This design comes from an exercise in tuning for small area on the open sky130 flow, not from production work. In this exercise RTL edits were held to simulation tests only and were not proved equivalent to the original.

## median_filter_resource_optimized
module median_filter_resource_optimized
(
    input                ck100m,
    input                srst_n,
    input                enable,
    input        [15:0]  in,
    output               out_enable,
    output reg   [15:0]  out
);
    localparam int NT = 7;              
    localparam int L  = 17;             
    reg [15:0] win  [0:9];
    reg [15:0] tail [0:NT-1];            
    reg [1:0]  lane [0:9];               
    reg [L-1:0] cand;
    reg [3:0]  m;
    reg [3:0]  nval;                     
    reg [6:0]  q;                        
    wire idle = ~q[6] & ~q[1];           
    assign out_enable = ~q[1] & q[0];    
    wire s12  = ~q[2] & q[1];            
    logic [7:0] sel;                     
    logic [7:0] nsel;                    
    logic nidle;                         
    always_comb begin
        sel[0] = idle;
        for (int j = 1; j < 7; j++) sel[j] = q[7-j] & ~q[6-j];
        sel[7] = q[6] & q[0];
        nidle = (idle & ~enable) | s12;
        nsel[0] = nidle;
        nsel[1] = idle & enable;
        for (int j = 2; j < 8; j++) nsel[j] = sel[j-1];
    end
    logic [3:0] nval_next;
    always_comb nval_next = nval + {3'd0, enable && nval != 4'd10};
    always @(posedge ck100m or negedge srst_n) begin
        if (~srst_n) begin
            q    <= 7'd0;
            nval <= 4'd0;
        end else begin
            q    <= {idle ? enable : ~q[0], q[6:1]};
            nval <= nval_next;
        end
    end
    logic [15:0] w9sh;
    always_comb begin
        w9sh = '0;
        for (int j = 0; j < 7; j++)
            if (sel[j]) w9sh = w9sh | (win[9] << (2*j + 2));
    end
    logic [1:0] xw [0:9];
    logic [1:0] xin;
    always_comb begin
        for (int n = 0; n < 10; n++) begin
            xw[n] = 2'b00;
            for (int j = 0; j < 8; j++)
                if (nsel[j]) xw[n] = xw[n] | win[n][15-2*j -: 2];
        end
        xin = nidle ? in[15:14] : in[13:12];
    end
    always @(posedge ck100m) begin
        if (enable) begin
            win[0]  <= in;
            lane[0] <= xin;
            for (int i = 1; i < 10; i++) begin
                win[i]  <= win[i-1];
                lane[i] <= xw[i-1];
            end
  ...
Settings: LEC_CHECK=0, ABC_AREA=1, CAP_MARGIN=20, CORE_MARGIN=2, CORE_UTILIZATION=40, CTS_CLUSTER_DIAMETER=50, CTS_CLUSTER_SIZE=20, SLEW_MARGIN=20; clock period 5.0 ns.
standard.sh (not shown) runs the stock make flow with config.mk's settings and CLKGATE_MAP_FILE= SYNTH_SCRIPT=/design/flow/synth_recipe.tcl, a recipe that flattens the netlist after the stock synthesis.
==> flow/flow/run.sh <==
#!/bin/bash
# The standard layout (standard.sh), with two changes:
#  - the port buffers are sky130_fd_sc_hd__buf_1 rather than the default choice;
#  - clock tree synthesis inserts no dummy loads and builds the tree from
#    sky130_fd_sc_hd__clkbuf_8, with the sink clustering of config.mk.
# make's full output goes to flow.log in this folder; ORFS keeps each step's log
# under orfs/logs/.
set -euo pipefail
bash standard.sh \
  "BUFFER_PORTS_ARGS=-buffer_cell sky130_fd_sc_hd__buf_1" \
  "CTS_ARGS=-sink_clustering_enable -repair_clock_nets -dont_use_dummy_load -buf_list {sky130_fd_sc_hd__clkbuf_4 sky130_fd_sc_hd__clkbuf_8} -sink_clustering_size 12 -sink_clustering_max_diameter 40" \
  finish > flow.log 2>&1
The first run completed without violations.
==> next run, changes <==
--- a/flow/flow/run.sh
+++ b/flow/flow/run.sh
@@ -10,3 +10,3 @@
   "BUFFER_PORTS_ARGS=-buffer_cell sky130_fd_sc_hd__buf_1" \
-  "CTS_ARGS=-sink_clustering_enable -repair_clock_nets -dont_use_dummy_load -buf_list {sky130_fd_sc_hd__clkbuf_4 sky130_fd_sc_hd__clkbuf_8} -sink_clustering_size 12 -sink_clustering_max_diameter 40" \
+  "CTS_ARGS=-sink_clustering_enable -repair_clock_nets -dont_use_dummy_load -buf_list sky130_fd_sc_hd__clkbuf_8 -sink_clustering_size 20 -sink_clustering_max_diameter 50" \
   finish > flow.log 2>&1
Settings changed: CORE_UTILIZATION 40 to 55.
Routed wire length rises by 1.7%.
Setup slack is worse by 12 ps.
Synthesized area does not change.
Hold slack is worse by 14 ps.
Core utilization rises by 16 points.
==> next run, changes <==
==> flow/flow/run.sh (replaced) <==
#!/bin/bash
# The standard layout (standard.sh), with two changes:
#  - the port buffers are sky130_fd_sc_hd__buf_1 rather than the default choice;
#  - clock tree synthesis inserts no dummy loads (same clustering as config.mk).
# make's full output goes to flow.log in this folder; ORFS keeps each step's log
# under orfs/logs/.
set -euo pipefail
bash standard.sh \
  "BUFFER_PORTS_ARGS=-buffer_cell sky130_fd_sc_hd__buf_1" \
  "CTS_ARGS=-sink_clustering_enable -repair_clock_nets -dont_use_dummy_load -buf_list sky130_fd_sc_hd__clkbuf_8 -sink_clustering_size 25 -sink_clustering_max_diameter 60" \
  finish > flow.log 2>&1
Settings changed: CORE_UTILIZATION 55 to 40, CTS_CLUSTER_DIAMETER 50 to 60, CTS_CLUSTER_SIZE 20 to 25.
Setup slack gets better by 30 ps.
Design area rises by 0.59%.
Core utilization falls by 17 points.
Count of clock-buffer cells in the layout falls by 5.
Critical path depth falls by 2.
Via count rises by about 1%.
==> next run, changes <==
==> flow/flow/run.sh (replaced) <==
#!/bin/bash
# The standard layout (standard.sh), with two changes:
#  - the port buffers are sky130_fd_sc_hd__buf_1 rather than the default choice;
#  - clock tree synthesis inserts no dummy loads and builds the tree from
#    sky130_fd_sc_hd__clkbuf_8, with the sink clustering of config.mk.
# make's full output goes to flow.log in this folder; ORFS keeps each step's log
# under orfs/logs/.
set -euo pipefail
bash standard.sh \
  "BUFFER_PORTS_ARGS=-buffer_cell sky130_fd_sc_hd__buf_1" \
  "CTS_ARGS=-sink_clustering_enable -repair_clock_nets -dont_use_dummy_load -buf_list sky130_fd_sc_hd__clkbuf_8 -sink_clustering_size 23 -sink_clustering_max_diameter 55" \
  finish > flow.log 2>&1
Settings changed: CTS_CLUSTER_DIAMETER 60 to 55, CTS_CLUSTER_SIZE 25 to 23.
- The new run completed with no timing, DRC or antenna violations
- clock skew drops by 9.1 ps
- via count climbs by 0.60%
- maximum frequency drops by 0.50%
- global-route usage barely changes
- setup slack got worse by 24 ps
- die area stays the same
==> next run, changes <==
--- a/flow/flow/run.sh
+++ b/flow/flow/run.sh
@@ -10,3 +10,3 @@
   "BUFFER_PORTS_ARGS=-buffer_cell sky130_fd_sc_hd__buf_1" \
-  "CTS_ARGS=-sink_clustering_enable -repair_clock_nets -dont_use_dummy_load -buf_list sky130_fd_sc_hd__clkbuf_8 -sink_clustering_size 23 -sink_clustering_max_diameter 55" \
+  "CTS_ARGS=-sink_clustering_enable -repair_clock_nets -dont_use_dummy_load -buf_list sky130_fd_sc_hd__clkbuf_4 -sink_clustering_size 9 -sink_clustering_max_diameter 35" \
   finish > flow.log 2>&1
Settings changed: CTS_CLUSTER_DIAMETER 55 to 50, CTS_CLUSTER_SIZE 23 to 20.
Fmax hardly moves.
Utilization hardly moves.
Setup slack improves by 12 ps.
Worst hold slack improves by 3.7 ps.
Count of clock-buffer cells in the layout went up by 22.
Clock skew went up by 20 ps.

Setup of red:
Starting RTL as in the previous note.
clock: 5.0 ns
lec_check: 0
abc_area: 1
cap_margin: 20
core_margin: 2
core_utilization: 40
cts_cluster_diameter: 50
cts_cluster_size: 20
gpl_timing_driven: 0
slew_margin: 20
==> flow/flow/run.sh <==
#!/bin/bash
# The standard layout (standard.sh), with two changes:
#  - the port buffers are sky130_fd_sc_hd__buf_1 rather than the default choice;
#  - clock tree synthesis inserts no dummy loads and builds the tree from
#    sky130_fd_sc_hd__clkbuf_8, with the sink clustering of config.mk.
# make's full output goes to flow.log in this folder; ORFS keeps each step's log
# under orfs/logs/.
set -euo pipefail
bash standard.sh \
  "BUFFER_PORTS_ARGS=-buffer_cell sky130_fd_sc_hd__buf_1" \
  "CTS_ARGS=-sink_clustering_enable -repair_clock_nets -dont_use_dummy_load -buf_list sky130_fd_sc_hd__clkbuf_8 -sink_clustering_size 20 -sink_clustering_max_diameter 50" \
  finish > flow.log 2>&1
red finished every stage and its layout cleared the timing, design-rule and antenna checks.
[inputs] blue vs red
- GPL_TIMING_DRIVEN removed (was 0)
Results
Lower total routing resource utilization after global routing among red and blue: blue. Summary of blue over red: highest achievable clock rate higher, final clock period utilization by the worst path moved down, total wire length after detailed routing lost about 7%. Delay contributed by the slowest stage of the critical path of red is on par with blue.

lane 1:
Another version of the RTL of median_filter_resource_optimized (not shown whole).
Size in the first run: ~940 cells after synthesis, roughly 280 flip-flops, ~36 I/O pins, ~0.012 mm² of cells after synthesis.
Settings: LEC_CHECK=0, CAP_MARGIN=20, CORE_MARGIN=2, CORE_UTILIZATION=40, CTS_BUF_LIST=sky130_fd_sc_hd__clkbuf_4 sky130_fd_sc_hd__clkbuf_8, SLEW_MARGIN=20; clock period 5.0 ns.
run.sh (not shown) runs the stock make flow with config.mk's settings and CLKGATE_MAP_FILE= SYNTH_SCRIPT=/design/flow/synth_recipe.tcl, a recipe that flattens the netlist after the stock synthesis.
Stock flow here: none of the scripts above is used.
Modified inputs, lane 2 compared to lane 1
Settings: CTS_BUF_LIST: sky130_fd_sc_hd__clkbuf_4 sky130_fd_sc_hd__clkbuf_8 -> unset.
Findings:
[lane 2 vs lane 1] post-route fraction of the period consumed by the critical path: lower in lane 2. Diff lane 1 -> lane 2: post-CTS setup buffer count increased by 1 relative to the old numbers, maximum operating frequency increased by 1.3% relative to the old numbers, utilization decreased by 0.18 points relative to the old numbers, wire length on met3 increased by 40 µm relative to the old numbers, via count decreased by about 1.8% relative to the old numbers. Delta (lane 2 minus lane 1): final worst-path setup slack saw an increase. Compared with lane 1, lane 2 shows summed area of non-filler cells in the final layout lower by about 0.4%. Clock-buffer cell count, lane 1 and lane 2, higher one = lane 1.

## port drivers added, routing unchanged
In the flow no input, the clock included, has a driving cell. The finished layouts below were timed again as built, in two steps. Step 1 assumes that a clkbuf_16 drives the clock port and a buf_2 every other input. Step 2 moves the port delays by t, midway between the first and last clock arrival at a register: inputs arrive t later, outputs are due t later. That takes back most of the time a late clock gives input paths. Three values: ideal ports, drivers, drivers and shift; two values: the first two.
run | t, ns | setup slack, ns | worst hold slack (ns) | latest minus earliest clock arrival (ns)
the first run of note 1 | 0.549 | 0.258 / 0.258 / 0.258 | 0.311 / 0.311 / 0.311 | 0.071 / 0.071
the second run of note 1 | 0.588 | 0.246 / 0.246 / 0.246 | 0.297 / 0.297 / 0.297 | 0.110 / 0.110
the third run of note 1 | 0.565 | 0.276 / 0.276 / 0.276 | 0.329 / 0.329 / 0.329 | 0.078 / 0.077
the fourth run of note 1 | 0.578 | 0.252 / 0.252 / 0.252 | 0.307 / 0.307 / 0.307 | 0.080 / 0.080
the fifth run of note 1 | 0.666 | 0.264 / 0.264 / 0.264 | 0.311 / 0.311 / 0.311 | 0.085 / 0.085
red | 0.596 | 0.248 / 0.248 / 0.248 | 0.256 / 0.235 / 0.317 | 0.099 / 0.099
blue | 0.607 | 0.264 / 0.264 / 0.264 | 0.283 / 0.283 / 0.283 | 0.089 / 0.089
lane 1 | 0.605 | 0.125 / 0.125 / 0.125 | 0.314 / 0.314 / 0.314 | 0.041 / 0.041
lane 2 | 0.597 | 0.187 / 0.187 / 0.187 | 0.323 / 0.323 / 0.323 | 0.020 / 0.020
After both steps setup and hold are still met in every run listed.
